Background: an optimization exercise with open tools, aiming at small area. Do not read the settings as production practice. The RTL was checked by simulation tests, not by an equivalence proof against the original design. Power and IR drop assume default switching activity.

$ cat design/flow/constraint.sdc
create_clock -name core_clock -period 12.0 [get_ports {clk}]
set_input_delay 2.4000 -clock core_clock [delete_from_list [all_inputs] [get_ports {clk}]]
set_output_delay 2.4000 -clock core_clock [all_outputs]
set_load 0.01 [all_outputs]
$ cat design/flow/flow/run.sh
#!/bin/bash
# Layout: the standard flow, with single-drive buffers on the ports, a
# clock tree of larger sink clusters without dummy loads, and ABC mapping
# with relaxed delay targets (less area).
set -euo pipefail
rm -rf scripts
cp -r "$FLOW_HOME/scripts" scripts
sed -i 's/^&nf$/\&nf -R 200/; /upsize/d' scripts/abc_speed.script
export SCRIPTS_DIR="$PWD/scripts"
export BUFFER_PORTS_ARGS="-buffer_cell sky130_fd_sc_hd__buf_1"
export CTS_ARGS="-sink_clustering_enable -repair_clock_nets -dont_use_dummy_load -sink_clustering_size 24 -sink_clustering_max_diameter 110"
bash standard.sh > standard.log 2>&1
$ cat design/flow/design.v
module converter (
    input wire [15:0] fixed_in,
    output reg [13:0] code_out
);
    reg sign;
    reg [15:0] magnitude;
    reg [2:0] cls;
    reg [9:0] x;
    always @(*) begin
        sign = fixed_in[15];
        magnitude = sign ? (~fixed_in + 16'd1) : fixed_in;
        casez (magnitude[15:10])
            6'b1?????: begin cls = 3'd6; x = magnitude[14:5]; end
            6'b01????: begin cls = 3'd5; x = magnitude[13:4]; end
            6'b001???: begin cls = 3'd4; x = magnitude[12:3]; end
            6'b0001??: begin cls = 3'd3; x = magnitude[11:2]; end
            6'b00001?: begin cls = 3'd2; x = magnitude[10:1]; end
            6'b000001: begin cls = 3'd1; x = magnitude[9:0]; end
            default:   begin cls = 3'd0; x = magnitude[9:0]; end
        endcase
        code_out = {sign, cls, x};
    end
endmodule
module code_to_fp16 (
    input wire [13:0] code,
    output reg [15:0] fp16
);
    reg [2:0] cls;
    reg [9:0] x;
    reg [4:0] exponent;
    reg [9:0] mantissa;
    always @(*) begin
        cls = code[12:10];
        x = code[9:0];
        if (cls != 3'd0) begin
            exponent = 5'd24 + {2'd0, cls};
            mantissa = x;
        end else begin
            casez (x)
                10'b1?????????: begin exponent = 5'd24; mantissa = {x[8:0], 1'b0}; end
                10'b01????????: begin exponent = 5'd23; mantissa = {x[7:0], 2'b0}; end
                10'b001???????: begin exponent = 5'd22; mantissa = {x[6:0], 3'b0}; end
                10'b0001??????: begin exponent = 5'd21; mantissa = {x[5:0], 4'b0}; end
                10'b00001?????: begin exponent = 5'd20; mantissa = {x[4:0], 5'b0}; end
                10'b000001????: begin exponent = 5'd19; mantissa = {x[3:0], 6'b0}; end
                10'b0000001???: begin exponent = 5'd18; mantissa = {x[2:0], 7'b0}; end
                10'b00000001??: begin exponent = 5'd17; mantissa = {x[1:0], 8'b0}; end
                10'b000000001?: begin exponent = 5'd16; mantissa = {x[0], 9'b0}; end
                10'b0000000001: begin exponent = 5'd15; mantissa = 10'd0; end
                default:        begin exponent = 5'd0;  mantissa = 10'd0; end
            endcase
        end
        fp16 = {code[13], exponent, mantissa};
    end
endmodule
module fifo (
    input wire clk,
    input wire reset,
    input wire write_enable,
    input wire [13:0] write_data,
    input wire read_enable,
    output reg [13:0] read_data,
    output wire read_strobe,
    output wire empty_flag,
    output wire full_flag
);
    reg [13:0] memory [0:63];
    reg [6:0] write_pointer, read_pointer;
    reg wrap_w, wrap_r;
    reg [6:0] write_pointer_sync, read_pointer_sync;
    wire [6:0] write_code = write_pointer | {7{wrap_w}};
    wire [6:0] read_code  = read_pointer  | {7{wrap_r}};
    assign empty_flag = (read_code == write_pointer_sync);
    assign full_flag  = (write_code == (read_pointer_sync ^ 7'h40));
    reg [7:0] sel_lo, sel_hi;
    reg [13:0] read_word, group_word;
    integer g, k;
    always @(*) begin
        for (k = 0; k < 8; k = k + 1) begin
            sel_lo[k] = (read_pointer[2:0] == k);
            sel_hi[k] = (read_pointer[5:3] == k);
        end
        read_word = 14'd0;
        for (g = 0; g < 8; g = g + 1) begin
            group_word = 14'd0;
            for (k = 0; k < 8; k = k + 1)
                group_word = group_word | ({14{sel_lo[k]}} & memory[g*8+k]);
            read_word = read_word | ({14{sel_hi[g]}} & group_word);
        end
    end
    wire do_write = write_enable && !full_flag;
    wire do_read  = read_enable && !empty_flag;
    assign read_strobe = !reset && do_read;
    always @(posedge clk or posedge reset) begin
        if (reset) begin
            write_pointer <= 7'd0;
            wrap_w <= 1'b0;
        end else if (do_write) begin
            write_pointer <= write_pointer + 7'd1;
            wrap_w <= (write_pointer == 7'd127);
        end
    end
    always @(posedge clk) begin
        if (do_write)
            memory[write_pointer[5:0]] <= write_data;
    end
    always @(posedge clk or posedge reset) begin
        if (reset) begin
            read_pointer <= 7'd0;
            wrap_r <= 1'b0;
        end else if (do_read) begin
            read_pointer <= read_pointer + 7'd1;
            wrap_r <= (read_pointer == 7'd127);
        end
    end
    always @(posedge clk) begin
        if (read_strobe)
            read_data <= read_word;
    end
    always @(posedge clk) begin
        write_pointer_sync <= write_code;
        read_pointer_sync <= read_code;
    end
endmodule
module imem (
    input wire clk,
    input wire rst,
    input wire shift_enable,
    input wire read_strobe,
    input wire [13:0] new_value,
    input wire [5:0] tap,
    output wire [13:0] tap_code
);
    reg [13:0] ring [0:63];
    reg [13:0] last;
    reg shift_d;
    reg shifted;
    reg [5:0] valid_count;
    reg pend0, pend1;
    reg [13:0] held_value;
    integer i;
    wire use0 = pend0 && (tap == 6'd0);
    wire use1 = pend1 && (tap == 6'd1);
    wire [13:0] fill = use0 ? new_value : (use1 ? held_value : ring[0]);
    wire [13:0] head = (use0 || use1) ? fill : (shifted ? last : ring[0]);
    always @(posedge clk or posedge rst) begin
        if (rst) begin
            shift_d <= 1'b0;
            shifted <= 1'b0;
            valid_count <= 6'd0;
            pend0 <= 1'b0;
            pend1 <= 1'b0;
        end else begin
            shift_d <= shift_enable;
            if (shift_d) begin
                if (valid_count != 6'd63)
                    valid_count <= valid_count + 6'd1;
                pend0 <= 1'b1;
                pend1 <= pend0;
                shifted <= 1'b1;
            end else begin
                if (use0) pend0 <= 1'b0;
                if (use1) pend1 <= 1'b0;
                if (tap == 6'd63) shifted <= 1'b0;
            end
        end
    end
    always @(posedge clk) begin
        if (read_strobe)
            held_value <= new_value;
    end
    always @(posedge clk) begin
        for (i = 0; i < 63; i = i + 1)
            ring[i] <= ring[i+1];
        ring[63] <= last;
        last <= fill;
    end
    assign tap_code = (tap < valid_count) ? head : 14'd0;
endmodule
module alu_mac (
    input wire clk,
    input wire reset,
    input wire [15:0] d_element,
    input wire [1023:0] cmem,
    output reg [5:0] tap_index,
    output reg [31:0] out,
    output reg done
);
    reg [31:0] sum;
    reg [7:0] sel_lo, sel_hi;
    reg [15:0] cmem_element, group_word;
    integer g, k;
    always @(*) begin
        for (k = 0; k < 8; k = k + 1) begin
            sel_lo[k] = (tap_index[2:0] == k);
            sel_hi[k] = (tap_index[5:3] == k);
        end
        cmem_element = 16'd0;
        for (g = 0; g < 8; g = g + 1) begin
            group_word = 16'd0;
            for (k = 0; k < 8; k = k + 1)
                if (g*8+k != 63)
                    group_word = group_word | ({16{sel_lo[k]}} & cmem[(g*8+k)*16 +: 16]);
            cmem_element = cmem_element | ({16{sel_hi[g]}} & group_word);
        end
    end
    wire [31:0] next_sum;
    mac_tree mac_tree_inst (
        .d(d_element),
        .c(cmem_element),
        .acc((tap_index == 6'd0) ? 32'd0 : sum),
        .s(next_sum)
    );
    always @(posedge clk or posedge reset) begin
        if (reset) begin
            tap_index <= 6'd0;
            out <= 32'd0;
            done <= 1'b0;
        end else begin
            tap_index <= tap_index + 6'd1;
            done <= (tap_index == 6'd63);
            if (tap_index == 6'd63)
                out <= sum;
        end
    end
    always @(posedge clk) begin
        sum <= next_sum;
    end
endmodule
module mac_tree (input wire [15:0] d, input wire [15:0] c, input wire [31:0] acc, output wire [31:0] s);
    wire p1 = d[0] & c[0];
    wire p2 = d[0] & c[1];
    wire p3 = d[0] & c[2];
    wire p4 = d[0] & c[3];
    wire p5 = d[0] & c[4];
    wire p6 = d[0] & c[5];
    wire p7 = d[0] & c[6];
    wire p8 = d[0] & c[7];
    wire p9 = d[0] & c[8];
    wire p10 = d[0] & c[9];
    wire p11 = d[0] & c[10];
    wire p12 = d[0] & c[11];
    wire p13 = d[0] & c[12];
    wire p14 = d[0] & c[13];
    wire p15 = d[0] & c[14];
    wire p16 = d[0] & c[15];
    wire p17 = d[1] & c[0];
    wire p18 = d[1] & c[1];
    wire p19 = d[1] & c[2];
    wire p20 = d[1] & c[3];
    wire p21 = d[1] & c[4];
    wire p22 = d[1] & c[5];
    wire p23 = d[1] & c[6];
    wire p24 = d[1] & c[7];
    wire p25 = d[1] & c[8];
    wire p26 = d[1] & c[9];
    wire p27 = d[1] & c[10];
    wire p28 = d[1] & c[11];
    wire p29 = d[1] & c[12];
    wire p30 = d[1] & c[13];
    wire p31 = d[1] & c[14];
    wire p32 = d[1] & c[15];
    wire p33 = d[2] & c[0];
    wire p34 = d[2] & c[1];
    wire p35 = d[2] & c[2];
    wire p36 = d[2] & c[3];
    wire p37 = d[2] & c[4];
    wire p38 = d[2] & c[5];
    wire p39 = d[2] & c[6];
    wire p40 = d[2] & c[7];
    wire p41 = d[2] & c[8];
    wire p42 = d[2] & c[9];
    wire p43 = d[2] & c[10];
    wire p44 = d[2] & c[11];
    wire p45 = d[2] & c[12];
    wire p46 = d[2] & c[13];
    wire p47 = d[2] & c[14];
    wire p48 = d[2] & c[15];
    wire p49 = d[3] & c[0];
    wire p50 = d[3] & c[1];
    wire p51 = d[3] & c[2];
    wire p52 = d[3] & c[3];
    wire p53 = d[3] & c[4];
    wire p54 = d[3] & c[5];
    wire p55 = d[3] & c[6];
    wire p56 = d[3] & c[7];
    wire p57 = d[3] & c[8];
    wire p58 = d[3] & c[9];
    wire p59 = d[3] & c[10];
    wire p60 = d[3] & c[11];
    wire p61 = d[3] & c[12];
    wire p62 = d[3] & c[13];
    wire p63 = d[3] & c[14];
    wire p64 = d[3] & c[15];
    wire p65 = d[4] & c[0];
    wire p66 = d[4] & c[1];
    wire p67 = d[4] & c[2];
    wire p68 = d[4] & c[3];
    wire p69 = d[4] & c[4];
    wire p70 = d[4] & c[5];
    wire p71 = d[4] & c[6];
    wire p72 = d[4] & c[7];
    wire p73 = d[4] & c[8];
    wire p74 = d[4] & c[9];
    wire p75 = d[4] & c[10];
    wire p76 = d[4] & c[11];
    wire p77 = d[4] & c[12];
    wire p78 = d[4] & c[13];
    wire p79 = d[4] & c[14];
    wire p80 = d[4] & c[15];
    wire p81 = d[5] & c[0];
    wire p82 = d[5] & c[1];
    wire p83 = d[5] & c[2];
    wire p84 = d[5] & c[3];
    wire p85 = d[5] & c[4];
    wire p86 = d[5] & c[5];
    wire p87 = d[5] & c[6];
    wire p88 = d[5] & c[7];
    wire p89 = d[5] & c[8];
    wire p90 = d[5] & c[9];
    wire p91 = d[5] & c[10];
    wire p92 = d[5] & c[11];
    wire p93 = d[5] & c[12];
    wire p94 = d[5] & c[13];
    wire p95 = d[5] & c[14];
    wire p96 = d[5] & c[15];
    wire p97 = d[6] & c[0];
    wire p98 = d[6] & c[1];
    wire p99 = d[6] & c[2];
    wire p100 = d[6] & c[3];
    wire p101 = d[6] & c[4];
    wire p102 = d[6] & c[5];
    wire p103 = d[6] & c[6];
    wire p104 = d[6] & c[7];
    wire p105 = d[6] & c[8];
    wire p106 = d[6] & c[9];
    wire p107 = d[6] & c[10];
    wire p108 = d[6] & c[11];
    wire p109 = d[6] & c[12];
    wire p110 = d[6] & c[13];
    wire p111 = d[6] & c[14];
    wire p112 = d[6] & c[15];
    wire p113 = d[7] & c[0];
    wire p114 = d[7] & c[1];
    wire p115 = d[7] & c[2];
    wire p116 = d[7] & c[3];
    wire p117 = d[7] & c[4];
    wire p118 = d[7] & c[5];
    wire p119 = d[7] & c[6];
    wire p120 = d[7] & c[7];
    wire p121 = d[7] & c[8];
    wire p122 = d[7] & c[9];
    wire p123 = d[7] & c[10];
    wire p124 = d[7] & c[11];
    wire p125 = d[7] & c[12];
    wire p126 = d[7] & c[13];
    wire p127 = d[7] & c[14];
    wire p128 = d[7] & c[15];
    wire p129 = d[8] & c[0];
    wire p130 = d[8] & c[1];
    wire p131 = d[8] & c[2];
    wire p132 = d[8] & c[3];
    wire p133 = d[8] & c[4];
    wire p134 = d[8] & c[5];
    wire p135 = d[8] & c[6];
    wire p136 = d[8] & c[7];
    wire p137 = d[8] & c[8];
    wire p138 = d[8] & c[9];
    wire p139 = d[8] & c[10];
    wire p140 = d[8] & c[11];
    wire p141 = d[8] & c[12];
    wire p142 = d[8] & c[13];
    wire p143 = d[8] & c[14];
    wire p144 = d[8] & c[15];
    wire p145 = d[9] & c[0];
    wire p146 = d[9] & c[1];
    wire p147 = d[9] & c[2];
    wire p148 = d[9] & c[3];
    wire p149 = d[9] & c[4];
    wire p150 = d[9] & c[5];
    wire p151 = d[9] & c[6];
    wire p152 = d[9] & c[7];
    wire p153 = d[9] & c[8];
    wire p154 = d[9] & c[9];
    wire p155 = d[9] & c[10];
    wire p156 = d[9] & c[11];
    wire p157 = d[9] & c[12];
    wire p158 = d[9] & c[13];
    wire p159 = d[9] & c[14];
    wire p160 = d[9] & c[15];
    wire p161 = d[10] & c[0];
    wire p162 = d[10] & c[1];
    wire p163 = d[10] & c[2];
    wire p164 = d[10] & c[3];
    wire p165 = d[10] & c[4];
    wire p166 = d[10] & c[5];
    wire p167 = d[10] & c[6];
    wire p168 = d[10] & c[7];
    wire p169 = d[10] & c[8];
    wire p170 = d[10] & c[9];
    wire p171 = d[10] & c[10];
    wire p172 = d[10] & c[11];
    wire p173 = d[10] & c[12];
    wire p174 = d[10] & c[13];
    wire p175 = d[10] & c[14];
    wire p176 = d[10] & c[15];
    wire p177 = d[11] & c[0];
    wire p178 = d[11] & c[1];
    wire p179 = d[11] & c[2];
    wire p180 = d[11] & c[3];
    wire p181 = d[11] & c[4];
    wire p182 = d[11] & c[5];
    wire p183 = d[11] & c[6];
    wire p184 = d[11] & c[7];
    wire p185 = d[11] & c[8];
    wire p186 = d[11] & c[9];
    wire p187 = d[11] & c[10];
    wire p188 = d[11] & c[11];
    wire p189 = d[11] & c[12];
    wire p190 = d[11] & c[13];
    wire p191 = d[11] & c[14];
    wire p192 = d[11] & c[15];
    wire p193 = d[12] & c[0];
    wire p194 = d[12] & c[1];
    wire p195 = d[12] & c[2];
    wire p196 = d[12] & c[3];
    wire p197 = d[12] & c[4];
    wire p198 = d[12] & c[5];
    wire p199 = d[12] & c[6];
    wire p200 = d[12] & c[7];
    wire p201 = d[12] & c[8];
    wire p202 = d[12] & c[9];
    wire p203 = d[12] & c[10];
    wire p204 = d[12] & c[11];
    wire p205 = d[12] & c[12];
    wire p206 = d[12] & c[13];
    wire p207 = d[12] & c[14];
    wire p208 = d[12] & c[15];
    wire p209 = d[13] & c[0];
    wire p210 = d[13] & c[1];
    wire p211 = d[13] & c[2];
    wire p212 = d[13] & c[3];
    wire p213 = d[13] & c[4];
    wire p214 = d[13] & c[5];
    wire p215 = d[13] & c[6];
    wire p216 = d[13] & c[7];
    wire p217 = d[13] & c[8];
    wire p218 = d[13] & c[9];
    wire p219 = d[13] & c[10];
    wire p220 = d[13] & c[11];
    wire p221 = d[13] & c[12];
    wire p222 = d[13] & c[13];
    wire p223 = d[13] & c[14];
    wire p224 = d[13] & c[15];
    wire p225 = d[14] & c[0];
    wire p226 = d[14] & c[1];
    wire p227 = d[14] & c[2];
    wire p228 = d[14] & c[3];
    wire p229 = d[14] & c[4];
    wire p230 = d[14] & c[5];
    wire p231 = d[14] & c[6];
    wire p232 = d[14] & c[7];
    wire p233 = d[14] & c[8];
    wire p234 = d[14] & c[9];
    wire p235 = d[14] & c[10];
    wire p236 = d[14] & c[11];
    wire p237 = d[14] & c[12];
    wire p238 = d[14] & c[13];
    wire p239 = d[14] & c[14];
    wire p240 = d[14] & c[15];
    wire p241 = d[15] & c[0];
    wire p242 = d[15] & c[1];
    wire p243 = d[15] & c[2];
    wire p244 = d[15] & c[3];
    wire p245 = d[15] & c[4];
    wire p246 = d[15] & c[5];
    wire p247 = d[15] & c[6];
    wire p248 = d[15] & c[7];
    wire p249 = d[15] & c[8];
    wire p250 = d[15] & c[9];
    wire p251 = d[15] & c[10];
    wire p252 = d[15] & c[11];
    wire p253 = d[15] & c[12];
    wire p254 = d[15] & c[13];
    wire p255 = d[15] & c[14];
    wire p256 = d[15] & c[15];
    wire a257 = acc[0];
    wire a258 = acc[1];
    wire a259 = acc[2];
    wire a260 = acc[3];
    wire a261 = acc[4];
    wire a262 = acc[5];
    wire a263 = acc[6];
    wire a264 = acc[7];
    wire a265 = acc[8];
    wire a266 = acc[9];
    wire a267 = acc[10];
    wire a268 = acc[11];
    wire a269 = acc[12];
    wire a270 = acc[13];
    wire a271 = acc[14];
    wire a272 = acc[15];
    wire a273 = acc[16];
    wire a274 = acc[17];
    wire a275 = acc[18];
    wire a276 = acc[19];
    wire a277 = acc[20];
    wire a278 = acc[21];
    wire a279 = acc[22];
    wire a280 = acc[23];
    wire a281 = acc[24];
    wire a282 = acc[25];
    wire a283 = acc[26];
    wire a284 = acc[27];
    wire a285 = acc[28];
    wire a286 = acc[29];
    wire a287 = acc[30];
    wire a288 = acc[31];
    wire s289 = p13 ^ p28;
    wire c290 = p13 & p28;
    wire s291 = p14 ^ p29 ^ p44;
    wire c292 = (p14 & p29) | (p14 & p44) | (p29 & p44);
    wire s293 = p59 ^ p74;
    wire c294 = p59 & p74;
    wire s295 = p15 ^ p30 ^ p45;
    wire c296 = (p15 & p30) | (p15 & p45) | (p30 & p45);
    wire s297 = p60 ^ p75 ^ p90;
    wire c298 = (p60 & p75) | (p60 & p90) | (p75 & p90);
    wire s299 = p105 ^ p120;
    wire c300 = p105 & p120;
    wire s301 = p16 ^ p31 ^ p46;
    wire c302 = (p16 & p31) | (p16 & p46) | (p31 & p46);
    wire s303 = p61 ^ p76 ^ p91;
    wire c304 = (p61 & p76) | (p61 & p91) | (p76 & p91);
    wire s305 = p106 ^ p121 ^ p136;
    wire c306 = (p106 & p121) | (p106 & p136) | (p121 & p136);
    wire s307 = p151 ^ p166;
    wire c308 = p151 & p166;
    wire s309 = p32 ^ p47 ^ p62;
    wire c310 = (p32 & p47) | (p32 & p62) | (p47 & p62);
    wire s311 = p77 ^ p92 ^ p107;
    wire c312 = (p77 & p92) | (p77 & p107) | (p92 & p107);
    wire s313 = p122 ^ p137 ^ p152;
    wire c314 = (p122 & p137) | (p122 & p152) | (p137 & p152);
    wire s315 = p167 ^ p182;
    wire c316 = p167 & p182;
    wire s317 = p48 ^ p63 ^ p78;
    wire c318 = (p48 & p63) | (p48 & p78) | (p63 & p78);
    wire s319 = p93 ^ p108 ^ p123;
    wire c320 = (p93 & p108) | (p93 & p123) | (p108 & p123);
    wire s321 = p138 ^ p153 ^ p168;
    wire c322 = (p138 & p153) | (p138 & p168) | (p153 & p168);
    wire s323 = p64 ^ p79 ^ p94;
    wire c324 = (p64 & p79) | (p64 & p94) | (p79 & p94);
    wire s325 = p109 ^ p124 ^ p139;
    wire c326 = (p109 & p124) | (p109 & p139) | (p124 & p139);
    wire s327 = p80 ^ p95 ^ p110;
    wire c328 = (p80 & p95) | (p80 & p110) | (p95 & p110);
    wire s329 = p9 ^ p24;
    wire c330 = p9 & p24;
    wire s331 = p10 ^ p25 ^ p40;
    wire c332 = (p10 & p25) | (p10 & p40) | (p25 & p40);
    wire s333 = p55 ^ p70;
    wire c334 = p55 & p70;
    wire s335 = p11 ^ p26 ^ p41;
    wire c336 = (p11 & p26) | (p11 & p41) | (p26 & p41);
    wire s337 = p56 ^ p71 ^ p86;
    wire c338 = (p56 & p71) | (p56 & p86) | (p71 & p86);
    wire s339 = p101 ^ p116;
    wire c340 = p101 & p116;
    wire s341 = p12 ^ p27 ^ p42;
    wire c342 = (p12 & p27) | (p12 & p42) | (p27 & p42);
    wire s343 = p57 ^ p72 ^ p87;
    wire c344 = (p57 & p72) | (p57 & p87) | (p72 & p87);
    wire s345 = p102 ^ p117 ^ p132;
    wire c346 = (p102 & p117) | (p102 & p132) | (p117 & p132);
    wire s347 = p147 ^ p162;
    wire c348 = p147 & p162;
    wire s349 = s289 ^ p43 ^ p58;
    wire c350 = (s289 & p43) | (s289 & p58) | (p43 & p58);
    wire s351 = p73 ^ p88 ^ p103;
    wire c352 = (p73 & p88) | (p73 & p103) | (p88 & p103);
    wire s353 = p118 ^ p133 ^ p148;
    wire c354 = (p118 & p133) | (p118 & p148) | (p133 & p148);
    wire s355 = p163 ^ p178 ^ p193;
    wire c356 = (p163 & p178) | (p163 & p193) | (p178 & p193);
    wire s357 = s291 ^ s293 ^ p89;
    wire c358 = (s291 & s293) | (s291 & p89) | (s293 & p89);
    wire s359 = p104 ^ p119 ^ p134;
    wire c360 = (p104 & p119) | (p104 & p134) | (p119 & p134);
    wire s361 = p149 ^ p164 ^ p179;
    wire c362 = (p149 & p164) | (p149 & p179) | (p164 & p179);
    wire s363 = p194 ^ p209 ^ a270;
    wire c364 = (p194 & p209) | (p194 & a270) | (p209 & a270);
    wire s365 = s295 ^ s297 ^ s299;
    wire c366 = (s295 & s297) | (s295 & s299) | (s297 & s299);
    wire s367 = p135 ^ p150 ^ p165;
    wire c368 = (p135 & p150) | (p135 & p165) | (p150 & p165);
    wire s369 = p180 ^ p195 ^ p210;
    wire c370 = (p180 & p195) | (p180 & p210) | (p195 & p210);
    wire s371 = p225 ^ a271 ^ c292;
    wire c372 = (p225 & a271) | (p225 & c292) | (a271 & c292);
    wire s373 = s301 ^ s303 ^ s305;
    wire c374 = (s301 & s303) | (s301 & s305) | (s303 & s305);
    wire s375 = s307 ^ p181 ^ p196;
    wire c376 = (s307 & p181) | (s307 & p196) | (p181 & p196);
    wire s377 = p211 ^ p226 ^ p241;
    wire c378 = (p211 & p226) | (p211 & p241) | (p226 & p241);
    wire s379 = a272 ^ c296 ^ c298;
    wire c380 = (a272 & c296) | (a272 & c298) | (c296 & c298);
    wire s381 = s309 ^ s311 ^ s313;
    wire c382 = (s309 & s311) | (s309 & s313) | (s311 & s313);
    wire s383 = s315 ^ p197 ^ p212;
    wire c384 = (s315 & p197) | (s315 & p212) | (p197 & p212);
    wire s385 = p227 ^ p242 ^ a273;
    wire c386 = (p227 & p242) | (p227 & a273) | (p242 & a273);
    wire s387 = c302 ^ c304 ^ c306;
    wire c388 = (c302 & c304) | (c302 & c306) | (c304 & c306);
    wire s389 = s317 ^ s319 ^ s321;
    wire c390 = (s317 & s319) | (s317 & s321) | (s319 & s321);
    wire s391 = p183 ^ p198 ^ p213;
    wire c392 = (p183 & p198) | (p183 & p213) | (p198 & p213);
    wire s393 = p228 ^ p243 ^ a274;
    wire c394 = (p228 & p243) | (p228 & a274) | (p243 & a274);
    wire s395 = c310 ^ c312 ^ c314;
    wire c396 = (c310 & c312) | (c310 & c314) | (c312 & c314);
    wire s397 = s323 ^ s325 ^ p154;
    wire c398 = (s323 & s325) | (s323 & p154) | (s325 & p154);
    wire s399 = p169 ^ p184 ^ p199;
    wire c400 = (p169 & p184) | (p169 & p199) | (p184 & p199);
    wire s401 = p214 ^ p229 ^ p244;
    wire c402 = (p214 & p229) | (p214 & p244) | (p229 & p244);
    wire s403 = a275 ^ c318 ^ c320;
    wire c404 = (a275 & c318) | (a275 & c320) | (c318 & c320);
    wire s405 = s327 ^ p125 ^ p140;
    wire c406 = (s327 & p125) | (s327 & p140) | (p125 & p140);
    wire s407 = p155 ^ p170 ^ p185;
    wire c408 = (p155 & p170) | (p155 & p185) | (p170 & p185);
    wire s409 = p200 ^ p215 ^ p230;
    wire c410 = (p200 & p215) | (p200 & p230) | (p215 & p230);
    wire s411 = p245 ^ a276 ^ c324;
    wire c412 = (p245 & a276) | (p245 & c324) | (a276 & c324);
    wire s413 = p96 ^ p111 ^ p126;
    wire c414 = (p96 & p111) | (p96 & p126) | (p111 & p126);
    wire s415 = p141 ^ p156 ^ p171;
    wire c416 = (p141 & p156) | (p141 & p171) | (p156 & p171);
    wire s417 = p186 ^ p201 ^ p216;
    wire c418 = (p186 & p201) | (p186 & p216) | (p201 & p216);
    wire s419 = p231 ^ p246 ^ a277;
    wire c420 = (p231 & p246) | (p231 & a277) | (p246 & a277);
    wire s421 = p112 ^ p127 ^ p142;
    wire c422 = (p112 & p127) | (p112 & p142) | (p127 & p142);
    wire s423 = p157 ^ p172 ^ p187;
    wire c424 = (p157 & p172) | (p157 & p187) | (p172 & p187);
    wire s425 = p202 ^ p217 ^ p232;
    wire c426 = (p202 & p217) | (p202 & p232) | (p217 & p232);
    wire s427 = p128 ^ p143 ^ p158;
    wire c428 = (p128 & p143) | (p128 & p158) | (p143 & p158);
    wire s429 = p173 ^ p188 ^ p203;
    wire c430 = (p173 & p188) | (p173 & p203) | (p188 & p203);
    wire s431 = p144 ^ p159 ^ p174;
    wire c432 = (p144 & p159) | (p144 & p174) | (p159 & p174);
    wire s433 = p6 ^ p21;
    wire c434 = p6 & p21;
    wire s435 = p7 ^ p22 ^ p37;
    wire c436 = (p7 & p22) | (p7 & p37) | (p22 & p37);
    wire s437 = p52 ^ p67;
    wire c438 = p52 & p67;
    wire s439 = p8 ^ p23 ^ p38;
    wire c440 = (p8 & p23) | (p8 & p38) | (p23 & p38);
    wire s441 = p53 ^ p68 ^ p83;
    wire c442 = (p53 & p68) | (p53 & p83) | (p68 & p83);
    wire s443 = p98 ^ p113;
    wire c444 = p98 & p113;
    wire s445 = s329 ^ p39 ^ p54;
    wire c446 = (s329 & p39) | (s329 & p54) | (p39 & p54);
    wire s447 = p69 ^ p84 ^ p99;
    wire c448 = (p69 & p84) | (p69 & p99) | (p84 & p99);
    wire s449 = p114 ^ p129 ^ a265;
    wire c450 = (p114 & p129) | (p114 & a265) | (p129 & a265);
    wire s451 = s331 ^ s333 ^ p85;
    wire c452 = (s331 & s333) | (s331 & p85) | (s333 & p85);
    wire s453 = p100 ^ p115 ^ p130;
    wire c454 = (p100 & p115) | (p100 & p130) | (p115 & p130);
    wire s455 = p145 ^ a266 ^ c330;
    wire c456 = (p145 & a266) | (p145 & c330) | (a266 & c330);
    wire s457 = s335 ^ s337 ^ s339;
    wire c458 = (s335 & s337) | (s335 & s339) | (s337 & s339);
    wire s459 = p131 ^ p146 ^ p161;
    wire c460 = (p131 & p146) | (p131 & p161) | (p146 & p161);
    wire s461 = a267 ^ c332 ^ c334;
    wire c462 = (a267 & c332) | (a267 & c334) | (c332 & c334);
    wire s463 = s341 ^ s343 ^ s345;
    wire c464 = (s341 & s343) | (s341 & s345) | (s343 & s345);
    wire s465 = s347 ^ p177 ^ a268;
    wire c466 = (s347 & p177) | (s347 & a268) | (p177 & a268);
    wire s467 = c336 ^ c338 ^ c340;
    wire c468 = (c336 & c338) | (c336 & c340) | (c338 & c340);
    wire s469 = s349 ^ s351 ^ s353;
    wire c470 = (s349 & s351) | (s349 & s353) | (s351 & s353);
    wire s471 = s355 ^ a269 ^ c342;
    wire c472 = (s355 & a269) | (s355 & c342) | (a269 & c342);
    wire s473 = c344 ^ c346 ^ c348;
    wire c474 = (c344 & c346) | (c344 & c348) | (c346 & c348);
    wire s475 = s357 ^ s359 ^ s361;
    wire c476 = (s357 & s359) | (s357 & s361) | (s359 & s361);
    wire s477 = s363 ^ c290 ^ c350;
    wire c478 = (s363 & c290) | (s363 & c350) | (c290 & c350);
    wire s479 = c352 ^ c354 ^ c356;
    wire c480 = (c352 & c354) | (c352 & c356) | (c354 & c356);
    wire s481 = s365 ^ s367 ^ s369;
    wire c482 = (s365 & s367) | (s365 & s369) | (s367 & s369);
    wire s483 = s371 ^ c294 ^ c358;
    wire c484 = (s371 & c294) | (s371 & c358) | (c294 & c358);
    wire s485 = c360 ^ c362 ^ c364;
    wire c486 = (c360 & c362) | (c360 & c364) | (c362 & c364);
    wire s487 = s373 ^ s375 ^ s377;
    wire c488 = (s373 & s375) | (s373 & s377) | (s375 & s377);
    wire s489 = s379 ^ c300 ^ c366;
    wire c490 = (s379 & c300) | (s379 & c366) | (c300 & c366);
    wire s491 = c368 ^ c370 ^ c372;
    wire c492 = (c368 & c370) | (c368 & c372) | (c370 & c372);
    wire s493 = s381 ^ s383 ^ s385;
    wire c494 = (s381 & s383) | (s381 & s385) | (s383 & s385);
    wire s495 = s387 ^ c308 ^ c374;
    wire c496 = (s387 & c308) | (s387 & c374) | (c308 & c374);
    wire s497 = c376 ^ c378 ^ c380;
    wire c498 = (c376 & c378) | (c376 & c380) | (c378 & c380);
    wire s499 = s389 ^ s391 ^ s393;
    wire c500 = (s389 & s391) | (s389 & s393) | (s391 & s393);
    wire s501 = s395 ^ c316 ^ c382;
    wire c502 = (s395 & c316) | (s395 & c382) | (c316 & c382);
    wire s503 = c384 ^ c386 ^ c388;
    wire c504 = (c384 & c386) | (c384 & c388) | (c386 & c388);
    wire s505 = s397 ^ s399 ^ s401;
    wire c506 = (s397 & s399) | (s397 & s401) | (s399 & s401);
    wire s507 = s403 ^ c322 ^ c390;
    wire c508 = (s403 & c322) | (s403 & c390) | (c322 & c390);
    wire s509 = c392 ^ c394 ^ c396;
    wire c510 = (c392 & c394) | (c392 & c396) | (c394 & c396);
    wire s511 = s405 ^ s407 ^ s409;
    wire c512 = (s405 & s407) | (s405 & s409) | (s407 & s409);
    wire s513 = s411 ^ c326 ^ c398;
    wire c514 = (s411 & c326) | (s411 & c398) | (c326 & c398);
    wire s515 = c400 ^ c402 ^ c404;
    wire c516 = (c400 & c402) | (c400 & c404) | (c402 & c404);
    wire s517 = s413 ^ s415 ^ s417;
    wire c518 = (s413 & s415) | (s413 & s417) | (s415 & s417);
    wire s519 = s419 ^ c328 ^ c406;
    wire c520 = (s419 & c328) | (s419 & c406) | (c328 & c406);
    wire s521 = c408 ^ c410 ^ c412;
    wire c522 = (c408 & c410) | (c408 & c412) | (c410 & c412);
    wire s523 = s421 ^ s423 ^ s425;
    wire c524 = (s421 & s423) | (s421 & s425) | (s423 & s425);
    wire s525 = p247 ^ a278 ^ c414;
    wire c526 = (p247 & a278) | (p247 & c414) | (a278 & c414);
    wire s527 = c416 ^ c418 ^ c420;
    wire c528 = (c416 & c418) | (c416 & c420) | (c418 & c420);
    wire s529 = s427 ^ s429 ^ p218;
    wire c530 = (s427 & s429) | (s427 & p218) | (s429 & p218);
    wire s531 = p233 ^ p248 ^ a279;
    wire c532 = (p233 & p248) | (p233 & a279) | (p248 & a279);
    wire s533 = c422 ^ c424 ^ c426;
    wire c534 = (c422 & c424) | (c422 & c426) | (c424 & c426);
    wire s535 = s431 ^ p189 ^ p204;
    wire c536 = (s431 & p189) | (s431 & p204) | (p189 & p204);
    wire s537 = p219 ^ p234 ^ p249;
    wire c538 = (p219 & p234) | (p219 & p249) | (p234 & p249);
    wire s539 = a280 ^ c428 ^ c430;
    wire c540 = (a280 & c428) | (a280 & c430) | (c428 & c430);
    wire s541 = p160 ^ p175 ^ p190;
    wire c542 = (p160 & p175) | (p160 & p190) | (p175 & p190);
    wire s543 = p205 ^ p220 ^ p235;
    wire c544 = (p205 & p220) | (p205 & p235) | (p220 & p235);
    wire s545 = p250 ^ a281 ^ c432;
    wire c546 = (p250 & a281) | (p250 & c432) | (a281 & c432);
    wire s547 = p176 ^ p191 ^ p206;
    wire c548 = (p176 & p191) | (p176 & p206) | (p191 & p206);
    wire s549 = p221 ^ p236 ^ p251;
    wire c550 = (p221 & p236) | (p221 & p251) | (p236 & p251);
    wire s551 = p192 ^ p207 ^ p222;
    wire c552 = (p192 & p207) | (p192 & p222) | (p207 & p222);
    wire s553 = p4 ^ p19;
    wire c554 = p4 & p19;
    wire s555 = p5 ^ p20 ^ p35;
    wire c556 = (p5 & p20) | (p5 & p35) | (p20 & p35);
    wire s557 = p50 ^ p65;
    wire c558 = p50 & p65;
    wire s559 = s433 ^ p36 ^ p51;
    wire c560 = (s433 & p36) | (s433 & p51) | (p36 & p51);
    wire s561 = p66 ^ p81 ^ a262;
    wire c562 = (p66 & p81) | (p66 & a262) | (p81 & a262);
    wire s563 = s435 ^ s437 ^ p82;
    wire c564 = (s435 & s437) | (s435 & p82) | (s437 & p82);
    wire s565 = p97 ^ a263 ^ c434;
    wire c566 = (p97 & a263) | (p97 & c434) | (a263 & c434);
    wire s567 = s439 ^ s441 ^ s443;
    wire c568 = (s439 & s441) | (s439 & s443) | (s441 & s443);
    wire s569 = a264 ^ c436 ^ c438;
    wire c570 = (a264 & c436) | (a264 & c438) | (c436 & c438);
    wire s571 = s445 ^ s447 ^ s449;
    wire c572 = (s445 & s447) | (s445 & s449) | (s447 & s449);
    wire s573 = c440 ^ c442 ^ c444;
    wire c574 = (c440 & c442) | (c440 & c444) | (c442 & c444);
    wire s575 = s451 ^ s453 ^ s455;
    wire c576 = (s451 & s453) | (s451 & s455) | (s453 & s455);
    wire s577 = c446 ^ c448 ^ c450;
    wire c578 = (c446 & c448) | (c446 & c450) | (c448 & c450);
    wire s579 = s457 ^ s459 ^ s461;
    wire c580 = (s457 & s459) | (s457 & s461) | (s459 & s461);
    wire s581 = c452 ^ c454 ^ c456;
    wire c582 = (c452 & c454) | (c452 & c456) | (c454 & c456);
    wire s583 = s463 ^ s465 ^ s467;
    wire c584 = (s463 & s465) | (s463 & s467) | (s465 & s467);
    wire s585 = c458 ^ c460 ^ c462;
    wire c586 = (c458 & c460) | (c458 & c462) | (c460 & c462);
    wire s587 = s469 ^ s471 ^ s473;
    wire c588 = (s469 & s471) | (s469 & s473) | (s471 & s473);
    wire s589 = c464 ^ c466 ^ c468;
    wire c590 = (c464 & c466) | (c464 & c468) | (c466 & c468);
    wire s591 = s475 ^ s477 ^ s479;
    wire c592 = (s475 & s477) | (s475 & s479) | (s477 & s479);
    wire s593 = c470 ^ c472 ^ c474;
    wire c594 = (c470 & c472) | (c470 & c474) | (c472 & c474);
    wire s595 = s481 ^ s483 ^ s485;
    wire c596 = (s481 & s483) | (s481 & s485) | (s483 & s485);
    wire s597 = c476 ^ c478 ^ c480;
    wire c598 = (c476 & c478) | (c476 & c480) | (c478 & c480);
    wire s599 = s487 ^ s489 ^ s491;
    wire c600 = (s487 & s489) | (s487 & s491) | (s489 & s491);
    wire s601 = c482 ^ c484 ^ c486;
    wire c602 = (c482 & c484) | (c482 & c486) | (c484 & c486);
    wire s603 = s493 ^ s495 ^ s497;
    wire c604 = (s493 & s495) | (s493 & s497) | (s495 & s497);
    wire s605 = c488 ^ c490 ^ c492;
    wire c606 = (c488 & c490) | (c488 & c492) | (c490 & c492);
    wire s607 = s499 ^ s501 ^ s503;
    wire c608 = (s499 & s501) | (s499 & s503) | (s501 & s503);
    wire s609 = c494 ^ c496 ^ c498;
    wire c610 = (c494 & c496) | (c494 & c498) | (c496 & c498);
    wire s611 = s505 ^ s507 ^ s509;
    wire c612 = (s505 & s507) | (s505 & s509) | (s507 & s509);
    wire s613 = c500 ^ c502 ^ c504;
    wire c614 = (c500 & c502) | (c500 & c504) | (c502 & c504);
    wire s615 = s511 ^ s513 ^ s515;
    wire c616 = (s511 & s513) | (s511 & s515) | (s513 & s515);
    wire s617 = c506 ^ c508 ^ c510;
    wire c618 = (c506 & c508) | (c506 & c510) | (c508 & c510);
    wire s619 = s517 ^ s519 ^ s521;
    wire c620 = (s517 & s519) | (s517 & s521) | (s519 & s521);
    wire s621 = c512 ^ c514 ^ c516;
    wire c622 = (c512 & c514) | (c512 & c516) | (c514 & c516);
    wire s623 = s523 ^ s525 ^ s527;
    wire c624 = (s523 & s525) | (s523 & s527) | (s525 & s527);
    wire s625 = c518 ^ c520 ^ c522;
    wire c626 = (c518 & c520) | (c518 & c522) | (c520 & c522);
    wire s627 = s529 ^ s531 ^ s533;
    wire c628 = (s529 & s531) | (s529 & s533) | (s531 & s533);
    wire s629 = c524 ^ c526 ^ c528;
    wire c630 = (c524 & c526) | (c524 & c528) | (c526 & c528);
    wire s631 = s535 ^ s537 ^ s539;
    wire c632 = (s535 & s537) | (s535 & s539) | (s537 & s539);
    wire s633 = c530 ^ c532 ^ c534;
    wire c634 = (c530 & c532) | (c530 & c534) | (c532 & c534);
    wire s635 = s541 ^ s543 ^ s545;
    wire c636 = (s541 & s543) | (s541 & s545) | (s543 & s545);
    wire s637 = c536 ^ c538 ^ c540;
    wire c638 = (c536 & c538) | (c536 & c540) | (c538 & c540);
    wire s639 = s547 ^ s549 ^ a282;
    wire c640 = (s547 & s549) | (s547 & a282) | (s549 & a282);
    wire s641 = c542 ^ c544 ^ c546;
    wire c642 = (c542 & c544) | (c542 & c546) | (c544 & c546);
    wire s643 = s551 ^ p237 ^ p252;
    wire c644 = (s551 & p237) | (s551 & p252) | (p237 & p252);
    wire s645 = a283 ^ c548 ^ c550;
    wire c646 = (a283 & c548) | (a283 & c550) | (c548 & c550);
    wire s647 = p208 ^ p223 ^ p238;
    wire c648 = (p208 & p223) | (p208 & p238) | (p223 & p238);
    wire s649 = p253 ^ a284 ^ c552;
    wire c650 = (p253 & a284) | (p253 & c552) | (a284 & c552);
    wire s651 = p224 ^ p239 ^ p254;
    wire c652 = (p224 & p239) | (p224 & p254) | (p239 & p254);
    wire s653 = p3 ^ p18;
    wire c654 = p3 & p18;
    wire s655 = s553 ^ p34 ^ p49;
    wire c656 = (s553 & p34) | (s553 & p49) | (p34 & p49);
    wire s657 = s555 ^ s557 ^ a261;
    wire c658 = (s555 & s557) | (s555 & a261) | (s557 & a261);
    wire s659 = s559 ^ s561 ^ c556;
    wire c660 = (s559 & s561) | (s559 & c556) | (s561 & c556);
    wire s661 = s563 ^ s565 ^ c560;
    wire c662 = (s563 & s565) | (s563 & c560) | (s565 & c560);
    wire s663 = s567 ^ s569 ^ c564;
    wire c664 = (s567 & s569) | (s567 & c564) | (s569 & c564);
    wire s665 = s571 ^ s573 ^ c568;
    wire c666 = (s571 & s573) | (s571 & c568) | (s573 & c568);
    wire s667 = s575 ^ s577 ^ c572;
    wire c668 = (s575 & s577) | (s575 & c572) | (s577 & c572);
    wire s669 = s579 ^ s581 ^ c576;
    wire c670 = (s579 & s581) | (s579 & c576) | (s581 & c576);
    wire s671 = s583 ^ s585 ^ c580;
    wire c672 = (s583 & s585) | (s583 & c580) | (s585 & c580);
    wire s673 = s587 ^ s589 ^ c584;
    wire c674 = (s587 & s589) | (s587 & c584) | (s589 & c584);
    wire s675 = s591 ^ s593 ^ c588;
    wire c676 = (s591 & s593) | (s591 & c588) | (s593 & c588);
    wire s677 = s595 ^ s597 ^ c592;
    wire c678 = (s595 & s597) | (s595 & c592) | (s597 & c592);
    wire s679 = s599 ^ s601 ^ c596;
    wire c680 = (s599 & s601) | (s599 & c596) | (s601 & c596);
    wire s681 = s603 ^ s605 ^ c600;
    wire c682 = (s603 & s605) | (s603 & c600) | (s605 & c600);
    wire s683 = s607 ^ s609 ^ c604;
    wire c684 = (s607 & s609) | (s607 & c604) | (s609 & c604);
    wire s685 = s611 ^ s613 ^ c608;
    wire c686 = (s611 & s613) | (s611 & c608) | (s613 & c608);
    wire s687 = s615 ^ s617 ^ c612;
    wire c688 = (s615 & s617) | (s615 & c612) | (s617 & c612);
    wire s689 = s619 ^ s621 ^ c616;
    wire c690 = (s619 & s621) | (s619 & c616) | (s621 & c616);
    wire s691 = s623 ^ s625 ^ c620;
    wire c692 = (s623 & s625) | (s623 & c620) | (s625 & c620);
    wire s693 = s627 ^ s629 ^ c624;
    wire c694 = (s627 & s629) | (s627 & c624) | (s629 & c624);
    wire s695 = s631 ^ s633 ^ c628;
    wire c696 = (s631 & s633) | (s631 & c628) | (s633 & c628);
    wire s697 = s635 ^ s637 ^ c632;
    wire c698 = (s635 & s637) | (s635 & c632) | (s637 & c632);
    wire s699 = s639 ^ s641 ^ c636;
    wire c700 = (s639 & s641) | (s639 & c636) | (s641 & c636);
    wire s701 = s643 ^ s645 ^ c640;
    wire c702 = (s643 & s645) | (s643 & c640) | (s645 & c640);
    wire s703 = s647 ^ s649 ^ c644;
    wire c704 = (s647 & s649) | (s647 & c644) | (s649 & c644);
    wire s705 = s651 ^ a285 ^ c648;
    wire c706 = (s651 & a285) | (s651 & c648) | (a285 & c648);
    wire s707 = p240 ^ p255 ^ a286;
    wire c708 = (p240 & p255) | (p240 & a286) | (p255 & a286);
    wire s709 = p2 ^ p17;
    wire c710 = p2 & p17;
    wire s711 = s653 ^ p33 ^ a259;
    wire c712 = (s653 & p33) | (s653 & a259) | (p33 & a259);
    wire s713 = s655 ^ a260 ^ c654;
    wire c714 = (s655 & a260) | (s655 & c654) | (a260 & c654);
    wire s715 = s657 ^ c554 ^ c656;
    wire c716 = (s657 & c554) | (s657 & c656) | (c554 & c656);
    wire s717 = s659 ^ c558 ^ c658;
    wire c718 = (s659 & c558) | (s659 & c658) | (c558 & c658);
    wire s719 = s661 ^ c562 ^ c660;
    wire c720 = (s661 & c562) | (s661 & c660) | (c562 & c660);
    wire s721 = s663 ^ c566 ^ c662;
    wire c722 = (s663 & c566) | (s663 & c662) | (c566 & c662);
    wire s723 = s665 ^ c570 ^ c664;
    wire c724 = (s665 & c570) | (s665 & c664) | (c570 & c664);
    wire s725 = s667 ^ c574 ^ c666;
    wire c726 = (s667 & c574) | (s667 & c666) | (c574 & c666);
    wire s727 = s669 ^ c578 ^ c668;
    wire c728 = (s669 & c578) | (s669 & c668) | (c578 & c668);
    wire s729 = s671 ^ c582 ^ c670;
    wire c730 = (s671 & c582) | (s671 & c670) | (c582 & c670);
    wire s731 = s673 ^ c586 ^ c672;
    wire c732 = (s673 & c586) | (s673 & c672) | (c586 & c672);
    wire s733 = s675 ^ c590 ^ c674;
    wire c734 = (s675 & c590) | (s675 & c674) | (c590 & c674);
    wire s735 = s677 ^ c594 ^ c676;
    wire c736 = (s677 & c594) | (s677 & c676) | (c594 & c676);
    wire s737 = s679 ^ c598 ^ c678;
    wire c738 = (s679 & c598) | (s679 & c678) | (c598 & c678);
    wire s739 = s681 ^ c602 ^ c680;
    wire c740 = (s681 & c602) | (s681 & c680) | (c602 & c680);
    wire s741 = s683 ^ c606 ^ c682;
    wire c742 = (s683 & c606) | (s683 & c682) | (c606 & c682);
    wire s743 = s685 ^ c610 ^ c684;
    wire c744 = (s685 & c610) | (s685 & c684) | (c610 & c684);
    wire s745 = s687 ^ c614 ^ c686;
    wire c746 = (s687 & c614) | (s687 & c686) | (c614 & c686);
    wire s747 = s689 ^ c618 ^ c688;
    wire c748 = (s689 & c618) | (s689 & c688) | (c618 & c688);
    wire s749 = s691 ^ c622 ^ c690;
    wire c750 = (s691 & c622) | (s691 & c690) | (c622 & c690);
    wire s751 = s693 ^ c626 ^ c692;
    wire c752 = (s693 & c626) | (s693 & c692) | (c626 & c692);
    wire s753 = s695 ^ c630 ^ c694;
    wire c754 = (s695 & c630) | (s695 & c694) | (c630 & c694);
    wire s755 = s697 ^ c634 ^ c696;
    wire c756 = (s697 & c634) | (s697 & c696) | (c634 & c696);
    wire s757 = s699 ^ c638 ^ c698;
    wire c758 = (s699 & c638) | (s699 & c698) | (c638 & c698);
    wire s759 = s701 ^ c642 ^ c700;
    wire c760 = (s701 & c642) | (s701 & c700) | (c642 & c700);
    wire s761 = s703 ^ c646 ^ c702;
    wire c762 = (s703 & c646) | (s703 & c702) | (c646 & c702);
    wire s763 = s705 ^ c650 ^ c704;
    wire c764 = (s705 & c650) | (s705 & c704) | (c650 & c704);
    wire s765 = s707 ^ c652 ^ c706;
    wire c766 = (s707 & c652) | (s707 & c706) | (c652 & c706);
    wire s767 = p256 ^ a287 ^ c708;
    wire c768 = (p256 & a287) | (p256 & c708) | (a287 & c708);
    assign s = {a288, s767, s765, s763, s761, s759, s757, s755, s753, s751, s749, s747, s745, s743, s741, s739, s737, s735, s733, s731, s729, s727, s725, s723, s721, s719, s717, s715, s713, s711, s709, p1} + {c768, c766, c764, c762, c760, c758, c756, c754, c752, c750, c748, c746, c744, c742, c740, c738, c736, c734, c732, c730, c728, c726, c724, c722, c720, c718, c716, c714, c712, c710, a258, a257};
endmodule
module control (
    input wire clk,
    input wire reset,
    input wire fifo_full,
    input wire fifo_empty,
    input wire mac_done,
    output reg write_enable,
    output reg read_enable,
    output reg shift_enable,
    output reg done
);
    reg reset_sync1, reset_sync2;
    always @(posedge clk) begin
        reset_sync1 <= reset;
        reset_sync2 <= reset_sync1;
    end
    localparam [2:0] READ_IDLE  = 3'd0,
                     FIFO_READ  = 3'd1,
                     IMEM_SHIFT = 3'd2,
                     START_MAC  = 3'd3,
                     WAIT_DONE  = 3'd4;
    reg write_state;
    reg [2:0] read_state;
    reg [2:0] next_read_state;
    always @(*) begin
        case (read_state)
            READ_IDLE:  next_read_state = fifo_empty ? READ_IDLE : FIFO_READ;
            FIFO_READ:  next_read_state = IMEM_SHIFT;
            IMEM_SHIFT: next_read_state = START_MAC;
            START_MAC:  next_read_state = WAIT_DONE;
            WAIT_DONE:  next_read_state = mac_done ? READ_IDLE : WAIT_DONE;
            default:    next_read_state = READ_IDLE;
        endcase
    end
    always @(posedge clk or posedge reset_sync2) begin
        if (reset_sync2) begin
            write_state <= 1'b0;
            write_enable <= 1'b0;
            read_state <= READ_IDLE;
            read_enable <= 1'b0;
            shift_enable <= 1'b0;
            done <= 1'b0;
        end else begin
            write_state <= !fifo_full;
            write_enable <= write_state;
            read_state <= next_read_state;
            read_enable <= (read_state == FIFO_READ);
            shift_enable <= (read_state == IMEM_SHIFT);
            done <= (read_state == WAIT_DONE) && mac_done;
        end
    end
endmodule
module datapath (
    input wire clk,
    input wire reset,
    input wire write_enable,
    input wire read_enable,
    input wire shift_enable,
    input wire [15:0] input_data,
    input wire [1023:0] cmem_data_in,
    output wire [31:0] result,
    output wire fifo_empty,
    output wire fifo_full,
    output wire done
);
    wire [13:0] in_code;
    wire [13:0] fifo_out;
    wire [13:0] tap_code;
    wire [15:0] tap_value;
    wire [5:0]  tap;
    wire        read_strobe;
    converter converter_inst (
        .fixed_in(input_data),
        .code_out(in_code)
    );
    fifo fifo_inst (
        .clk(clk),
        .reset(reset),
        .write_enable(write_enable),
        .write_data(in_code),
        .read_enable(read_enable),
        .read_data(fifo_out),
        .read_strobe(read_strobe),
        .empty_flag(fifo_empty),
        .full_flag(fifo_full)
    );
    imem imem_inst (
        .clk(clk),
        .rst(reset),
        .shift_enable(shift_enable),
        .read_strobe(read_strobe),
        .new_value(fifo_out),
        .tap(tap),
        .tap_code(tap_code)
    );
    code_to_fp16 decode_inst (
        .code(tap_code),
        .fp16(tap_value)
    );
    alu_mac alu_mac_inst (
        .clk(clk),
        .reset(reset),
        .d_element(tap_value),
        .cmem(cmem_data_in),
        .tap_index(tap),
        .out(result),
        .done(done)
    );
endmodule
module top_module (
    input wire clk,                 
    input wire reset,               
    input wire [15:0] input_data,   
    input wire [1023:0] cmem_data_in,  
    output wire [31:0] result,      
    output wire done                
);
    wire write_enable;
    wire read_enable;
    wire shift_enable;
    wire fifo_empty;
    wire fifo_full;
    wire mac_done;
    control control_inst (
        .clk(clk),
        .reset(reset),
        .fifo_full(fifo_full),
        .fifo_empty(fifo_empty),
        .mac_done(mac_done),
        .write_enable(write_enable),
        .read_enable(read_enable),
        .shift_enable(shift_enable),
        .done(done)
    );
    datapath datapath_inst (
        .clk(clk),
        .reset(reset),
        .write_enable(write_enable),
        .read_enable(read_enable),
        .shift_enable(shift_enable),
        .input_data(input_data),
        .cmem_data_in(cmem_data_in),
        .result(result),
        .fifo_empty(fifo_empty),
        .fifo_full(fifo_full),
        .done(mac_done)
    );
endmodule
$ cat design/flow/config.mk
export PLATFORM = sky130hd
export DESIGN_NAME = top_module
export DESIGN_NICKNAME = top_module
export VERILOG_FILES = /design/flow/design.v
export SDC_FILE = /design/flow/constraint.sdc
export NUM_CORES = 4
export LEC_CHECK = 0
export CAP_MARGIN = 5
export CORE_MARGIN = 2
export CORE_UTILIZATION = 40
export PLACE_DENSITY = 0.6
export SLEW_MARGIN = 5
$ cat design/flow/standard.sh
#!/bin/bash
# synth_recipe.tcl (not shown) runs the flow's synth.tcl, then flattens the netlist and writes it again
# the make line also repeats each setting of config.mk as NAME=value (left out here)
make -C /OpenROAD-flow-scripts/flow DESIGN_CONFIG=/design/flow/config.mk WORK_HOME=/design/flow/orfs CLKGATE_MAP_FILE= SYNTH_SCRIPT=/design/flow/synth_recipe.tcl "${@:-finish}"
==> results of run 1 <==
==> how the worst max path moves through the flow <==
| stage | startpoint | slack, ps | to |
|---|---|---|---|
| floorplan | datapath_inst.alu_mac_inst.tap_index[2]$_DFF_PP0_ | 1520 | datapath_inst.alu_mac_inst.sum[29]$_DFF_P_ |
| CTS | datapath_inst.alu_mac_inst.tap_index[4]$_DFF_PP0_ | 850 | datapath_inst.alu_mac_inst.sum[29]$_DFF_P_ |
| detailed placement | cmem_data_in[554] | 320 | datapath_inst.alu_mac_inst.sum[29]$_DFF_P_ |
| global placement | cmem_data_in[554] | 350 | datapath_inst.alu_mac_inst.sum[29]$_DFF_P_ |
| global route | datapath_inst.alu_mac_inst.tap_index[4]$_DFF_PP0_ | 210 | datapath_inst.alu_mac_inst.sum[29]$_DFF_P_ |
| finish | cmem_data_in[522] | 770 | datapath_inst.alu_mac_inst.sum[29]$_DFF_P_ |
==> logic make-up after synthesis <==
group / count (synthesis) / share of synthesized area
xor+xnor: 75 / 0.009036
flops: 1955 / 0.6706
simple gates: 972 / 0.06265
mux: 70 / 0.01045
compound gates: 1307 / 0.1430
buf+inv: 595 / 0.03074
fa+ha+maj: 292 / 0.07349
==> sequential cells by signal, indices dropped and copies added (netlist names), 14 cells and up <==
signal and count:
datapath_inst.imem_inst.last 14, datapath_inst.alu_mac_inst.out 32, datapath_inst.imem_inst.held_value 14, datapath_inst.fifo_inst.memory 896, datapath_inst.alu_mac_inst.sum 32, datapath_inst.fifo_inst.read_data 14, datapath_inst.imem_inst.ring 896
==> metrics by stage <==
step,worst slack [ps],cell area [um2]
2_1_floorplan,1516,72690
3_5_place_dp,322.0,80850
3_3_place_gp,346.1,80850
6_report,771.6,83340
5_1_grt,211.6,83280
4_1_cts,855.0,83180
==> power by group <==
part	leakage [nW]	total (mW)	internal, mW	switching [mW]
logic	11.9	0.588	0.157	0.431
registers	16.9	7.11	7.11	0.00247
clock network	1.15	3.30	1.38	1.92
==> per-layer routing <==
metal | vias up | part of all wire
met3 | 519 | 0.081
met5 | - | 0.00057
met4 | 24 | 0.065
li1 | 22090 | -
met2 | 2800 | 0.46
met1 | 26300 | 0.40
==> worst register-to-register path: cells and delay by family (launching register included) <==
family | cells | cell delay [ps]
xor+xnor | 1 | 130
simple gates | 9 | 2570
buf+inv | 7 | 670
flops | 1 | 560
compound gates | 12 | 3740
fa+ha+maj | 7 | 3420
==> Yosys cell counts, drive strengths merged (29+ instances only) <==
cell type  count
and2          85
nand2b        46
a21o          54
inv          253
or2           55
dfxtp        958
mux2          47
xor2          29
a22o          33
a221o         30
nor2b         33
nand3         40
buf           75
clkbuf       267
ha            67
dfrtp         73
edfxtp       924
a21oi        185
a221oi       150
fa           225
o22ai         45
nor2         269
o21ai        175
a22oi         34
a222oi       484
xnor2         46
nand2        330
==> cell usage in the layout, fill, tap and decap left out, types with 47 or more instances in the layout <==
| cell type | synthesis | routed |
|---|---|---|
| and2_1 | 69 | 66 |
| dfxtp_1 | 958 | 958 |
| ha_1 | 67 | 57 |
| fa_1 | 225 | 225 |
| edfxtp_1 | 924 | 924 |
| clkbuf_16 | 0 | 93 |
| buf_1 | 74 | 1057 |
| a221oi_1 | 150 | 144 |
| inv_1 | 253 | 250 |
| a222oi_1 | 484 | 484 |
| nor2_1 | 269 | 238 |
| a21o_1 | 54 | 54 |
| nand2_1 | 330 | 328 |
| or2_2 | 55 | 55 |
| buf_4 | 0 | 237 |
| a21oi_1 | 185 | 178 |
| o21ai_0 | 173 | 173 |
| mux2_2 | 47 | 47 |
| dfrtp_1 | 73 | 71 |
| diode_2 | 0 | 64 |
==> cell type report <==
type                       instances  area (um2)
clock buffer                      93        2327
tap                             2370        2965
multi-input combinational       2716       22180
sequential                      1955       48760
timing repair buffer            1307        5992
inverter                         253       958.4
antenna                           64       160.2
fill                           16480       97410
==> metrics.cfg, run 1 <==
[critical_path]
slowest_stage = or4_1
cp_common_cell = fa_1
critPathBufInv = 7
critical_path_peak_fanout = 4
end_kind = flip-flop
cp_num_cells = 34
path_class = in2reg
ff2ff_setup_slack_ps = 790
startpoint_type = primary input
crit_required_ps = 12610
reg2reg_from = datapath_inst.alu_mac_inst.tap_index[4]$_DFF_PP0_
reg2reg_depth = 36
timing.rr.end = datapath_inst.alu_mac_inst.sum[29]$_DFF_P_
cp_top_family = compound AO/OA/AOI/OAI gates
cp_slowest_stage_delay_ps = 750
crit_arrival_ps = 11840

[global_route]
use_met3 = 0.05810
grt_pass1_vias = 49790
grt_pass1_wl_mm = 401.4
antenna_found_initial = 81
top_usage_layer = met2
grt_usage = 0.3123
grt.met1_usage = 0.4105
grt_use_met2 = 0.4877
overflow = 0
grt_max_degree = 133

[pwr]
ir_drop_v = 0.0001333
p_leak_nw = 30.03
p_per_area_mw_per_mm2 = 132.0
p_total_mw = 11.00

[timing]
finalMaxSlewViolations = 0
max_freq_ghz = 0.08906
rsz0062_at_grt = false
layout_worst_path_cycle_share = 0.9357
hold_viol = 0
slew_headroom = 0.1513
whs_ps = 131.6
skew_ps = 113.0
min_period_ps = 11230
finalSetupViolCount = 0
fin_tns_setup_ps = 0
worst-slew-pin-transition_ps = 1273

[clock_tree]
cts_hold_buf = 0
clock-root-buffer = clkbuf_16
clk_latency_ps = 750
cts_buffers = 93
cts_sinks = 1955
clock_path_buffers = 3
clk_transition_reported_paths_ps = 90
post_cts_buffers = 0
htree_levels = 3
ctsResizeCount = 0
cts_tree = built

[floorplan]
die-area_mm2 = 0.1852
io_pins = 1075
initial_core_util = 0.4022
core_mm2 = 0.1807
row_count = 156
fp.dieH_um = 430.3
die_x_um = 430.3

[logic_synthesis]
synth_top_area_cell = edfxtp_1
ys_ff_latch = 1955
synthCells = 5266
yosys-top-cells-area = edfxtp_1, dfxtp_1, a222oi_1, fa_1, dfrtp_1
synth_edf_count = 924
async_reset_ff_frac = 0.03734
yosysSeqAreaShare = 0.6706
synthesis.area_mm2 = 0.07269
syn-mean-instance-area_um2 = 13.80
synthFlopType = dfxtp_1
synth_fp_nets = 6600
yosysUniqueCellTypes = 61
synth_top_area_frac = 0.3817
yosys_warnings = 7

[placement]
dp_hpwl_mm = 222.1
portBuffers = 1058
place_congestion = 0.9730
dp_cells = 8601

[finish]
utilization = 0.4611
final_cells = 8758
layout-drive-gt1-share = 0.08460
syn_to_final_growth_pct = 14.64
final_nets = 7660

[hold_path]
hp-class = reg2async

[detailed_routing]
wl_mm = 296.7
vias = 51730
drt_iter0_drc = 7448
viasPerCell = 5.907
drc = 0
wl_per_cell_um = 33.88
antenna_left = 0
drt_pass1_iterations = 13

[flow_run]
max_cap_violations = 0

[outcome]
status = no timing/DRC/antenna violations

==> inputs of run 2 (changes only) <==
--- a/design/flow/config.mk
+++ b/design/flow/config.mk
@@ -7,6 +7,6 @@
 export LEC_CHECK = 0
-export CAP_MARGIN = 5
+export CAP_MARGIN = 20
 export CORE_MARGIN = 2
-export CORE_UTILIZATION = 40
-export PLACE_DENSITY = 0.6
-export SLEW_MARGIN = 5
+export CORE_UTILIZATION = 50
+export PLACE_DENSITY = 0.65
+export SLEW_MARGIN = 20
==> metrics.cfg, run 2 <==
[global_route]
grt_usage = 0.3690
grt_pass1_wl_mm = 377.4
overflow = 0
grt_max_degree = 136
antenna_found_initial = 53
grt_pass1_vias = 48980

[critical_path]
startpoint_type = flip-flop
end_kind = flip-flop
crit_start = datapath_inst.alu_mac_inst.tap_index[3]$_DFF_PP0_
crit_arrival_ps = 11560
crit_required_ps = 12660
critical_path_peak_fanout = 17
cp_slowest_stage_delay_ps = 820
reg2reg_from = datapath_inst.alu_mac_inst.tap_index[3]$_DFF_PP0_
cp_common_cell = fa_1
slowest_stage = nor3_2
path_class = reg2reg

[floorplan]
core_mm2 = 0.1440
fp.dieH_um = 385.3
die_x_um = 385.3
io_pins = 1075
row_count = 139
die-area_mm2 = 0.1485
initial_core_util = 0.5048

[pwr]
ir_drop_v = 0.0001140
p_per_area_mw_per_mm2 = 133.7
p_total_mw = 11.02
p_leak_nw = 29.91

[flow_run]
max_cap_violations = 0

[timing]
max_freq_ghz = 0.09174
finalMaxSlewViolations = 0
fin_tns_setup_ps = 0
finalSetupViolCount = 0
min_period_ps = 10900
slew_headroom = 0.1546
hold_viol = 0
worst-slew-pin-transition_ps = 1262
layout_worst_path_cycle_share = 0.9084
rsz0062_at_grt = false
whs_ps = 118.7
skew_ps = 58.75

[finish]
final_nets = 7637
utilization = 0.5725
final_cells = 8242
layout-drive-gt1-share = 0.07856
final_cell_mix = buf_1, dfxtp_1, edfxtp_1
final_common_cell = buf_1
nFillCells = 11870
syn_to_final_growth_pct = 13.41

[detailed_routing]
antenna_left = 0
wl_mm = 279.8
drt_pass1_iterations = 14
vias = 51880
wl_per_cell_um = 33.95
viasPerCell = 6.294
drc = 0
drt_iter0_drc = 8068

[clock_tree]
cts_hold_buf = 0
clock_path_buffers = 3
clk_latency_ps = 760
post_cts_buffers = 0
clock-root-buffer = clkbuf_16
clk_transition_reported_paths_ps = 100
cts_buffers = 93
htree_levels = 3
cts_tree = built
cts_sinks = 1955
ctsResizeCount = 0

[logic_synthesis]
syn-mean-instance-area_um2 = 13.80
synth_fp_nets = 6600
yosys_warnings = 7
yosysMostFrequentCell = dfxtp_1
synthCells = 5266
synthesis.area_mm2 = 0.07269
yosysSeqAreaShare = 0.6706
synthFlopType = dfxtp_1
ys_ff_latch = 1955
yosys-top-cells-area = edfxtp_1, dfxtp_1, a222oi_1, fa_1, dfrtp_1
synth_top_area_cell = edfxtp_1
synth.top_cells.by_count = dfxtp_1, edfxtp_1, a222oi_1
synth_top_area_frac = 0.3817
yosysUniqueCellTypes = 61
async_reset_ff_frac = 0.03734
synth_edf_count = 924

[placement]
portBuffers = 1058
place_congestion = 0.9854
dp_cells = 8110
dp_hpwl_mm = 203.8

[hold_path]
hp-class = reg2async

[outcome]
status = no timing/DRC/antenna violations

run 2: kinds of logic after synthesis:
family / Yosys count / share of synthesized area
flops: 1955 / 0.6706
compound gates: 1307 / 0.1430
simple gates: 972 / 0.06265
buf+inv: 595 / 0.03074
fa+ha+maj: 292 / 0.07349
xor+xnor: 75 / 0.009036
mux: 70 / 0.01045
run 2: final timing paths:
| check | depth (start not counted) | slack (ps) | end |
|---|---|---|---|
| worst max-delay path | 37 | 1100 | datapath_inst.alu_mac_inst.sum[29]$_DFF_P_ |
| worst min-delay path | 1 | 120 | control_inst.read_enable$_DFF_PP0_ |
| worst max register to register | 37 | 1100 | datapath_inst.alu_mac_inst.sum[29]$_DFF_P_ |
| worst min register to register | 1 | 120 | control_inst.read_enable$_DFF_PP0_ |
| max in group asynchronous | 3 | 9080 | datapath_inst.alu_mac_inst.tap_index[2]$_DFF_PP0_ |
| min in group core_clock | 0 | 290 | datapath_inst.imem_inst.ring[50][0]$_DFF_P_ |
run 2: stage by stage:
step / instance area (um2) / worst slack (ps)
2_1_floorplan: 72690 / 1516
3_3_place_gp: 80000 / 123.2
3_5_place_dp: 80010 / 619.5
4_1_cts: 82340 / 1199
5_1_grt: 82420 / 535.2
6_report: 82440 / 1100
run 2: layout make-up:
type / instances / area [um2] / area share
Timing Repair Buffer: 1284 / 5814 / 0.07053
Clock buffer: 93 / 2327 / 0.02823
Sequential cell: 1955 / 48760 / 0.5914
Tap cell: 1903 / 2381 / 0.02888
Antenna cell: 38 / 95.09 / 0.001153
Inverter: 253 / 957.2 / 0.01161
Multi-Input combinational cell: 2716 / 22110 / 0.2682
run 2: power by group:
group          total, mW  internal, mW  switching (mW)  leakage [nW]
registers           7.11          7.11         0.00244          16.9
logic              0.572         0.156           0.416          11.8
clock network       3.34          1.38            1.96          1.15
total               11.0          8.65            2.38          29.9
run 2: layer usage:
metal | part of all wire | GRT usage | wire [um] | vias to the layer above
met3 | 0.11 | 0.09577 | 30650 | 482
li1 | - | - | - | 22030
met2 | 0.44 | 0.5475 | 122600 | 3158
met1 | 0.39 | 0.4911 | 107800 | 26190
met4 | 0.066 | 0.2151 | 18540 | 26
met5 | 0.00061 | 0.004224 | 170 | -
run 2: critical path, delay by kind of cell, from the launching register on:
kind | cells | cell delay, ps
XOR/XNOR | 1 | 140
AO/OA/AOI/OAI | 15 | 3400
AND/OR/NAND/NOR | 9 | 2500
flip-flops | 1 | 630
adder cells (fa/ha/maj) | 7 | 3500
buffers and inverters | 5 | 610

afterwards: timing with drivers on the ports:
The results above use ideal ports. As a check the final layouts listed here were re-extracted and re-timed, cells and wires unchanged. Step 1, drivers: a clkbuf_16 drives clk and a buf_2 each remaining input, both assumed. Step 2 moves the port delays by t, midway between the first and last clock arrival at a register: inputs arrive t later, outputs are due t later. That takes back most of the time a late clock gives input paths. Slacks: ideal / step 1 / step 2; pairs: ideal / step 1.
run | t, ns | slack for setup (ns) | hold slack, ns | worst setup path at the end | pins driven straight from the clock port
run 1 | 0.781 | 0.772 / 0.792 / 0.044 | 0.132 / 0.132 / 0.132 | input to register | 1
run 2 | 0.810 | 1.100 / 1.100 / 0.475 | 0.119 / 0.119 / 0.119 | input to register | 1
After both steps every run listed still meets setup and hold. For run 1, which loses most, drivers alone change the setup slack by +0.020 ns; drivers and shift together by -0.728 ns.
